This is an optimization exercise on Yosys and OpenROAD, whose aim is small area, not a production implementation.
Only the layout flow was run in this run; the RTL was not checked for function there.
Power is estimated from default activity; no workload was simulated.

File: flow/run.sh
#!/bin/bash
# synth_recipe.tcl (not shown) runs the flow's synth.tcl, then flattens the netlist and writes it again
# the make line also repeats each setting of config.mk as NAME=value (left out here)
make -C /OpenROAD-flow-scripts/flow DESIGN_CONFIG=/design/flow/config.mk WORK_HOME=/design/flow/orfs CLKGATE_MAP_FILE= SYNTH_SCRIPT=/design/flow/synth_recipe.tcl finish
File: flow/config.mk
export PLATFORM = sky130hd
export DESIGN_NAME = digital_clock
export DESIGN_NICKNAME = digital_clock
export VERILOG_FILES = /design/flow/design.v
export SDC_FILE = /design/flow/constraint.sdc
export NUM_CORES = 4
export LEC_CHECK = 0
export CAP_MARGIN = 20
export CORE_MARGIN = 2
export CORE_UTILIZATION = 40
export SLEW_MARGIN = 20
File: flow/constraint.sdc
create_clock -name core_clock -period 10.0 [get_ports {sys_clk_in}]
set_input_delay 2.0000 -clock core_clock [delete_from_list [all_inputs] [get_ports {sys_clk_in}]]
set_output_delay 2.0000 -clock core_clock [all_outputs]
set_load 0.01 [all_outputs]
File: flow/design.v
module digital_clock(
    input sys_clk_in,
    input reset,
    input switch,
    input freq_switch1,
    input freq_switch2,
    input pause_switch,
    input direction_switch,
    output [83:0] binary_out,
    output [7:0] display_out,
    output [7:0] seg_control
);
reg [4:0] c24;
reg [5:0] c60;
reg [4:0] c30;
reg [1:0] c4;
wire t24 = (c24 == 5'd23);
wire t60 = t24 & (c60 == 6'd59);
wire t30 = t60 & (c30 == 5'd29);
always @(posedge sys_clk_in or negedge reset)
    if (!reset) begin
        c24 <= 5'd23;
        c60 <= 6'd59;
        c30 <= 5'd29;
        c4  <= 2'd3;
    end else begin
        c24 <= t24 ? 5'd0 : c24 + 5'd1;
        if (t24) c60 <= (c60 == 6'd59) ? 6'd0 : c60 + 6'd1;
        if (t60) c30 <= (c30 == 5'd29) ? 5'd0 : c30 + 5'd1;
        if (t30) c4 <= c4 + 2'd1;
    end
wire super_f = ~c24[0];
wire fast_f  = ~c60[0];
wire mid_f   = ~c30[0];
wire rot_f_n = c4[0];
wire slow_f  = ~c4[1];
reg sel;
always @(*)
    case ({freq_switch2, freq_switch1})
        2'b00: sel = slow_f;
        2'b01: sel = mid_f;
        2'b10: sel = fast_f;
        default: sel = super_f;
    endcase
reg sel_q;
reg rot_tick;
always @(posedge sys_clk_in or negedge reset)
    if (!reset) begin
        sel_q <= 1'b0;
        rot_tick <= 1'b0;
    end else begin
        sel_q <= sel;
        rot_tick <= t30 & rot_f_n;
    end
wire tick = sel & ~sel_q;
reg [1:0] d1;
reg [3:0] d0;
reg [1:0] h1;
reg [3:0] h0;
reg [2:0] m1;
reg [3:0] m0;
reg [2:0] s1;
reg [3:0] s0;
wire loaded = |d0;
wire s0w = (s0 == 4'd9);
wire s1w = s0w & (s1 == 3'd5);
wire m0w = s1w & (m0 == 4'd9);
wire m1w = m0w & (m1 == 3'd5);
wire h0w = m1w & ((h1 == 2'd2 && h0 == 4'd3) || h0 == 4'd9);
wire h1w = h0w & (h1 == 2'd2);
wire d0w = h1w & ((d1 == 2'd3 && d0 == 4'd1) || d0 == 4'd9);
wire [3:0] s0n = s0w ? 4'd0 : s0 + 4'd1;
wire [3:0] d0n = d0w ? 4'd1 : d0 + 4'd1;
always @(posedge sys_clk_in or negedge reset)
    if (!reset) begin
        d1 <= 2'd0; d0 <= 4'd0; h1 <= 2'd0; h0 <= 4'd0;
        m1 <= 3'd0; m0 <= 4'd0; s1 <= 3'd0; s0 <= 4'd0;
    end else if (tick) begin
        s0 <= {s0n[3:1], s0n[0] & loaded};
        if (s0w) s1 <= (s1 == 3'd5) ? 3'd0 : s1 + 3'd1;
        if (s1w) m0 <= (m0 == 4'd9) ? 4'd0 : m0 + 4'd1;
        if (m0w) m1 <= (m1 == 3'd5) ? 3'd0 : m1 + 3'd1;
        if (m1w) h0 <= h0w ? 4'd0 : h0 + 4'd1;
        if (h0w) h1 <= (h1 == 2'd2) ? 2'd0 : h1 + 2'd1;
        if (h1w) d0 <= d0n;
        else if (!loaded) d0 <= 4'd1;
        if (d0w) d1 <= (d1 == 2'd3) ? 2'd0 : d1 + 2'd1;
    end
wire [3:0] A = {4{loaded}} & 4'hA;
wire [83:0] word = {{16{loaded}} & 16'h2025, A, {8{loaded}} & 8'h05, A,
                    2'b00, d1, d0, A, 2'b00, h1, h0, A,
                    1'b0, m1, m0, A, 1'b0, s1, s0, A, {4{loaded}} & 4'hF};
reg [2:0] q;
reg [1:0] r;
always @(posedge sys_clk_in or negedge reset)
    if (!reset) begin
        q <= 3'd0;
        r <= 2'd0;
    end else if (rot_tick && !pause_switch) begin
        if (!direction_switch) begin
            r <= (r == 2'd2) ? 2'd0 : r + 2'd1;
            if (r == 2'd2) q <= (q == 3'd6) ? 3'd0 : q + 3'd1;
        end else begin
            r <= (r == 2'd0) ? 2'd2 : r - 2'd1;
            if (r == 2'd0) q <= (q == 3'd0) ? 3'd6 : q - 3'd1;
        end
    end
reg [83:0] sa;
reg [83:0] rot;
integer i, j, s;
always @(*) begin
    sa = 84'd0;
    for (i = 0; i < 21; i = i + 1)
        for (s = 0; s < 7; s = s + 1)
            if (q == s) sa[4*i +: 4] = sa[4*i +: 4] | word[4*((i + 21 - 3*s) % 21) +: 4];
    rot = 84'd0;
    for (j = 0; j < 21; j = j + 1)
        for (s = 0; s < 3; s = s + 1)
            if (r == s) rot[4*j +: 4] = rot[4*j +: 4] | sa[4*((j + 21 - s) % 21) +: 4];
end
assign binary_out = rot;
reg [13:0] w;
reg [2:0] k;
reg started;
wire stick = (w == 14'd0);
always @(posedge sys_clk_in or negedge reset)
    if (!reset) begin
        w <= 14'd1;
        k <= 3'd7;
        started <= 1'b0;
    end else begin
        w <= stick ? 14'd12499 : w - 14'd1;
        if (stick) begin
            k <= k + 3'd1;
            started <= 1'b1;
        end
    end
wire [3:0] nib = binary_out[31 - 4*k -: 4];
reg [6:0] seg;
always @(*)
    case (nib)
        4'd0: seg = 7'b0000001;
        4'd1: seg = 7'b1001111;
        4'd2: seg = 7'b0010010;
        4'd3: seg = 7'b0000110;
        4'd4: seg = 7'b1001100;
        4'd5: seg = 7'b0100100;
        4'd6: seg = 7'b0100000;
        4'd7: seg = 7'b0001111;
        4'd8: seg = 7'b0000000;
        4'd9: seg = 7'b0000100;
        4'd10: seg = 7'b1111110;
        default: seg = 7'b1111111;
    endcase
assign display_out = started ? {seg, 1'b1} : 8'hFF;
assign seg_control = started ? ~(8'b1000_0000 >> k) : 8'hFF;
endmodule
==> run notes <==
-- Yosys cell counts (all sizes together) (10+ instances only) --
cell type | count | area share, %
dfrtp | 50 | 17
nand3 | 31 | 2.1
ha | 35 | 6.0
mux2 | 10 | 1.5
nand2 | 92 | 4.7
o211ai | 14 | 1.4
nor2 | 46 | 2.3
inv | 40 | 2.0
dfstp | 19 | 6.8
and2 | 10 | 0.88
a221o | 28 | 3.8
a21o | 13 | 1.3
a22oi | 49 | 5.2
buf | 25 | 2.3
nor2b | 10 | 0.85
a22o | 44 | 5.2
xnor2 | 15 | 1.8
nor3 | 30 | 2.0
a222oi | 12 | 1.6
clkbuf | 77 | 6.3
o21ai | 50 | 3.4
o221ai | 14 | 1.7
a21oi | 17 | 1.2
nand2b | 10 | 0.85
-- routing by layer --
layer,vias to the layer above,share of wire [%],wire length [µm]
met3,32,8.9,2180
met1,3587,45,11000
li1,3475,-,-
met2,403,44,10800
met4,0,1.6,382
met5,-,0,0
-- report_power, final --
group	switching [mW]	total, mW	internal, mW	leakage (nW)
logic	0.0547	0.111	0.0558	2.58
registers	0.0380	0.328	0.289	0.818
clock network	0.129	0.305	0.176	0.140
total	0.222	0.743	0.521	3.54
-- final cells by class --
cell class	count	area, µm²	area share, %
clock buffer	10	239	2.83
clock inverter	6	42.5	0.503
inverter	41	154	1.82
multi-input combinational	687	4840	57.2
sequential	69	1750	20.7
tap	229	287	3.39
timing repair buffer	119	1150	13.6
-- cell families (layout without fill, tap and decap cells) --
logic type	Yosys count	after routing	share of synthesized area, %
flops	69	69	23.8
simple gates	286	286	19.5
buf+inv	143	176	10.6
mux	19	19	3.09
xor+xnor	22	22	2.62
fa+ha+maj	35	35	5.95
compound gates	324	324	34.3
other cells	1	1	0.0510
-- per-stage QoR --
step	hold slack [ps]	setup WS (ps)	cells
global route	492	2030	1161
floorplan	443	3900	899
CTS	477	2470	1161
global placement	461	2900	1145
finish	468	2350	1161
detailed placement	462	2840	1145
-- sequential cells by signal (all words and copies together), names as in the netlist --
register	count
rot_tick	1
h1	2
m1	3
m0	4
s1	3
k	3
q	3
s0	4
d1	2
c60	6
c24	5
r	2
started	1
c30	5
c4	2
sel_q	1
h0	4
d0	4
w	14
-- how the worst max path moves through the flow --
| stage | slack, ps | to | from | cells after the start |
|---|---|---|---|---|
| finish | 2350 | display_out[4] | q[2]$_DFFE_PN0P_ | 15 |
| floorplan | 3900 | display_out[4] | q[2]$_DFFE_PN0P_ | 16 |
| CTS | 2470 | display_out[4] | q[2]$_DFFE_PN0P_ | 15 |
| detailed placement | 2840 | display_out[4] | q[2]$_DFFE_PN0P_ | 15 |
| global placement | 2900 | display_out[4] | q[2]$_DFFE_PN0P_ | 15 |
| global route | 2030 | display_out[4] | q[2]$_DFFE_PN0P_ | 15 |
==> results.json <==
{
  "netlist_area_mm2": 0.00736,
  "arrival_ps": 5650,
  "cts_tree": "yes",
  "clockRootBuffer": "clkbuf_16",
  "clock_path_buffers": 2,
  "io_buffers": 104,
  "grt-ovfl-total": 0,
  "cp_num_buf_inv": 5,
  "dr_total_vias": 7497,
  "post-route-min-period_ps": 7650,
  "placed_cell_area_mm2": 0.00818,
  "worstPathCellList": "buf_4 -> inv_1 -> ha_1 -> buf_4 -> a21o_1 -> a222oi_1 -> o221ai_1 -> or2b_1 -> o2111a_1 -> or4_4 -> inv_1 -> ha_1 -> o211a_1 -> o31ai_1 -> clkdlybuf4s50_1",
  "io-pin-count": 107,
  "tns_ps": 0,
  "grt_max_degree": 70,
  "cts_setup_buffers": 0,
  "cts_resized": 0,
  "layout-drive-gt1-share_pct": 9.66,
  "grt_pass1_vias": 6764,
  "rsz0062_at_grt": "false",
  "via_per_inst": 6.46,
  "rr_endpoint": "d1[1]$_DFFE_PN0P_",
  "fmax_mhz": 131,
  "clk_latency_ps": 350,
  "antenna_found_initial": 0,
  "dieArea_mm2": 0.0195,
  "ir_worst_vdd_mv": 0.0915,
  "num-fill-cells": 1857,
  "mostFrequentLayoutCells": "103 x clkdlybuf4s50_1, 92 x nand2_1, 50 x dfrtp_1",
  "core_mm2": 0.0180,
  "synth_fp_nets": 941,
  "place_congestion": 0.944,
  "post_drt_wl_per_cell_um": 21.0,
  "clock_sinks": 69,
  "critPathMaxStageDelay_ps": 590,
  "skew_ps": 9.32,
  "die_y_um": 140,
  "final_nets": 969,
  "cts_hold_repair.buffers": 0,
  "grt_first_pass_wirelength_mm": 38.8,
  "antenna_left": 0,
  "track_usage_pct": 24.6,
  "postSynthCellCount": 899,
  "slew_viol_final": 0,
  "final_cell_area_mm2": 0.00846,
  "worstSetupStartpointType": "flop",
  "tightest_slew_ps": 984,
  "r2r_setup_slack_ps": 7040,
  "synth-edff-count": 0,
  "reg2reg_from": "s0[2]$_DFFE_PN0P_",
  "critPathTopFamily": "buffers and inverters",
  "synth_warnings": 1,
  "hpwl_mm": 17.4,
  "drt-total-wl_mm": 24.4,
  "first_pass_iters": 6,
  "die_x_um": 140,
  "ys_seq_area_share_pct": 23.8,
  "power_density_mw_per_mm2": 87.9,
  "path_clk_slew_ps": 60,
  "crit_type": "reg2out",
  "drc": 0,
  "relSlewSlack_pct": 34.1,
  "grtUsageMet3_pct": 4.89,
  "busiest_layer": "met2",
  "synth-async-reset-ratio_pct": 100,
  "fin_crit_sh_pct": 76.5,
  "antenna_cells": 0,
  "hold_viol": 0,
  "avgSynthCellArea_um2": 8.18,
  "ys_ff_latch": 69,
  "p_leak_nw": 3.54,
  "hp-class": "reg2reg",
  "cts_buffers": 9,
  "synth_flop_cell": "dfrtp_1",
  "holdPathStages": 1,
  "placementRows": 49,
  "outcome": "timing/DRC/antenna clean",
  "cp_slowest_cell": "or4_4",
  "worstHoldStart": "w[12]$_DFF_PN0_",
  "syn2layout_area_growth_pct": 15.0,
  "reg2regPathDepth": 6,
  "grtUsageMet2_pct": 36.9,
  "path_max_fanout": 58,
  "grt_use_met1_pct": 36.0,
  "final_common_cell": "clkdlybuf4s50_1",
  "synth_cell_types": 88,
  "initial_utilization_pct": 40.8,
  "cap_violations": 0,
  "postLayoutCoreUtil_pct": 46.9,
  "hold_path_end": "w[12]$_DFF_PN0_",
  "drt_iter0_drc": 1046,
  "setup_viol": 0,
  "critPathRequiredTime_ps": 8000,
  "end_kind": "output port",
  "power_uw": 743,
  "cts-htree-levels": 3
}

port drivers added, routing unchanged:
The flow's constraints put no driver on any port. The routed layout listed below was extracted and timed again, unchanged, in two steps.
Step 1 assumes that a clkbuf_16 drives the clock port and a buf_2 every other input.
Step 2 times the ports against the registers' clock, not the clock port: input delays grow and output delays shrink by t, the midpoint of the rising clock arrivals with the driver on.
Three values: ideal, step 1, step 2; two values: the first two.
t, ns: 0.384
slack for setup (ns): 2.347 / 2.305 / 2.688
worst hold slack (ns): 0.468 / 0.468 / 0.468
clock arrival spread, ns: 0.009 / 0.009
pins driven straight from the clock port: 1
After both steps this run still meets setup and hold. For this run, drivers alone change the setup slack by -0.042 ns; drivers and shift together by +0.341 ns.
